What follows belongs to an exercise in optimizing a design on an open flow for small area; a production flow would make more cautious choices. In this exercise RTL edits were held to simulation tests only and were not proved equivalent to the original. The flow treats the clock pin as an ideal source, which a real chip does not have.

==> inputs of job 1571 <==
==> flow/design.v (excerpt) <==
module convolutor3x3 #(
		parameter IMAGE_WIDTH = 128,
		parameter IMAGE_HEIGHT = 128
	)(
		input signed [7:0]  pixel_in,
		input signed [7:0]  w9, w8, w7, w6, w5, w4, w3, w2, w1,
		input signed [31:0] bias,
		input [7:0]  width,
		input clk, rst_n, paddingl, paddingr, relu,
		output signed [31:0] pixel_out
	);
==> flow/config.mk <==
export PLATFORM = sky130hd
export DESIGN_NAME = convolutor3x3
export DESIGN_NICKNAME = convolutor3x3
export VERILOG_FILES = /design/flow/design.v
export SDC_FILE = /design/flow/constraint.sdc
export NUM_CORES = 4
export LEC_CHECK = 0
export CAP_MARGIN = 30
export CORE_MARGIN = 2
export CORE_UTILIZATION = 72
export GPL_TIMING_DRIVEN = 0
export PLACE_DENSITY = 0.78
export SLEW_MARGIN = 20
export SYNTH_HIERARCHICAL = 1
export SYNTH_MINIMUM_KEEP_SIZE = 0
==> flow/constraint.sdc <==
create_clock -name core_clock -period 34.0 [get_ports {clk}]
set_input_delay 6.8000 -clock core_clock [delete_from_list [all_inputs] [get_ports {clk}]]
set_output_delay 6.8000 -clock core_clock [all_outputs]
set_load 0.01 [all_outputs]
standard.sh (not shown) runs the stock make flow with config.mk's settings and CLKGATE_MAP_FILE= SYNTH_SCRIPT=/design/flow/synth_recipe.tcl, a recipe that flattens the netlist after the stock synthesis.
==> flow/flow/run.sh <==
#!/bin/bash
# Standard layout (standard.sh) with two changes to how it is made:
#  - clock tree: larger sink clusters and no dummy loads (fewer clock buffers);
#  - port buffers: buf_2 instead of the default delay cell.
set -euo pipefail
export CTS_ARGS="-sink_clustering_enable -repair_clock_nets -dont_use_dummy_load -sink_clustering_size 30 -sink_clustering_max_diameter 80"
export BUFFER_PORTS_ARGS="-buffer_cell sky130_fd_sc_hd__buf_2"
bash standard.sh > standard.log 2>&1
==> job 1820 (differences from job 1571) <==
==> flow/flow/run.sh (replaced) <==
#!/bin/bash
# Standard layout (standard.sh) with these changes to how it is made:
#  - clock tree: larger sink clusters and no dummy loads (fewer clock buffers);
#  - port buffers: buf_2 instead of the default delay cell;
#  - the buffers abc put in the netlist are removed at floorplan (repair adds
#    back what is needed).
set -euo pipefail
export CTS_ARGS="-sink_clustering_enable -repair_clock_nets -dont_use_dummy_load -sink_clustering_size 30 -sink_clustering_max_diameter 80"
export BUFFER_PORTS_ARGS="-buffer_cell sky130_fd_sc_hd__buf_2"
export REMOVE_ABC_BUFFERS=1
bash standard.sh > standard.log 2>&1
--- a/flow/config.mk
+++ b/flow/config.mk
@@ -7,9 +7,8 @@
 export LEC_CHECK = 0
 export CAP_MARGIN = 30
 export CORE_MARGIN = 2
-export CORE_UTILIZATION = 72
+export CORE_UTILIZATION = 64
 export GPL_TIMING_DRIVEN = 0
-export PLACE_DENSITY = 0.78
 export SLEW_MARGIN = 20
 export SYNTH_HIERARCHICAL = 1
 export SYNTH_MINIMUM_KEEP_SIZE = 0
==> job 2291 (differences from job 1571) <==
==> flow/run.sh (new file) <==
#!/bin/bash
# synth_recipe.tcl (not shown) runs the flow's synth.tcl, then flattens the netlist and writes it again
# the make line also repeats each setting of config.mk as NAME=value (left out here)
make -C /OpenROAD-flow-scripts/flow DESIGN_CONFIG=/design/flow/config.mk WORK_HOME=/design/flow/orfs CLKGATE_MAP_FILE= SYNTH_SCRIPT=/design/flow/synth_recipe.tcl finish
--- a/flow/config.mk
+++ b/flow/config.mk
@@ -7,9 +7,8 @@
 export LEC_CHECK = 0
 export CAP_MARGIN = 30
 export CORE_MARGIN = 2
-export CORE_UTILIZATION = 72
+export CORE_UTILIZATION = 60
 export GPL_TIMING_DRIVEN = 0
-export PLACE_DENSITY = 0.78
 export SLEW_MARGIN = 20
 export SYNTH_HIERARCHICAL = 1
 export SYNTH_MINIMUM_KEEP_SIZE = 0
removed: flow/flow/run.sh
removed: flow/standard.sh
==> reports/metrics.yaml <==
preCtsSetupSlack_ns: 6.04
status: "no timing/DRC/antenna violations"
postLayoutSetupSlackWorst_ns: 5.98
final_replace_weighted_congestion: 0.957
worst_setup_path_endpoint: "pixel_out[5]"
final-instance-count-excl-fill: 6264
whs_endpoint: "lb1[94]$_DFF_P_"
antenna-diode-count: 4
ff2ff_path_depth: 13
the above is filed under job 1820

==> reports/metrics.yaml <==
final_replace_weighted_congestion: 1.04
final-instance-count-excl-fill: 6266
status: "no timing/DRC/antenna violations"
worst_setup_path_endpoint: "pixel_out[1]"
postLayoutSetupSlackWorst_ns: 5.03
preCtsSetupSlack_ns: 5.38
the above is filed under job 1571

==> reports/metrics.yaml <==
whs_endpoint: "lb2[798]$_DFF_P_"
status: "no timing/DRC/antenna violations"
postLayoutSetupSlackWorst_ns: 4.37
ff2ff_path_depth: 15
final-instance-count-excl-fill: 6746
worst_setup_path_endpoint: "pixel_out[0]"
antenna-diode-count: 4
the above is filed under job 2291

## port drivers added, routing unchanged
No port has a modelled driver above. Below, the same layouts with a new extraction and two added sets of constraints.
Step 1 assumes that a clkbuf_16 drives the clock port and a buf_2 every other input.
Step 2 adds t to the input delays and takes it off the output delays; t is the mean of the earliest and latest rising clock arrival at the registers after step 1. Input paths then give back, and output paths get back, about the clock's delay inside the block.
Slacks: ideal ports / drivers / drivers and shift; pairs: ideal ports / drivers.
| run | shift t [ns] | setup slack, ns | worst setup path after step 2 |
|---|---|---|---|
| job 1571 | 0.752 | 5.031 / 5.012 / 5.012 | input to output |
| job 1820 | 0.726 | 5.975 / 5.951 / 5.951 | input to output |
| job 2291 | 0.867 | 4.369 / 4.340 / 4.340 | input to output |
After both steps setup and hold are still met in every run listed. For job 2291, which loses most, drivers alone change the setup slack by -0.029 ns; drivers and shift together by -0.029 ns.
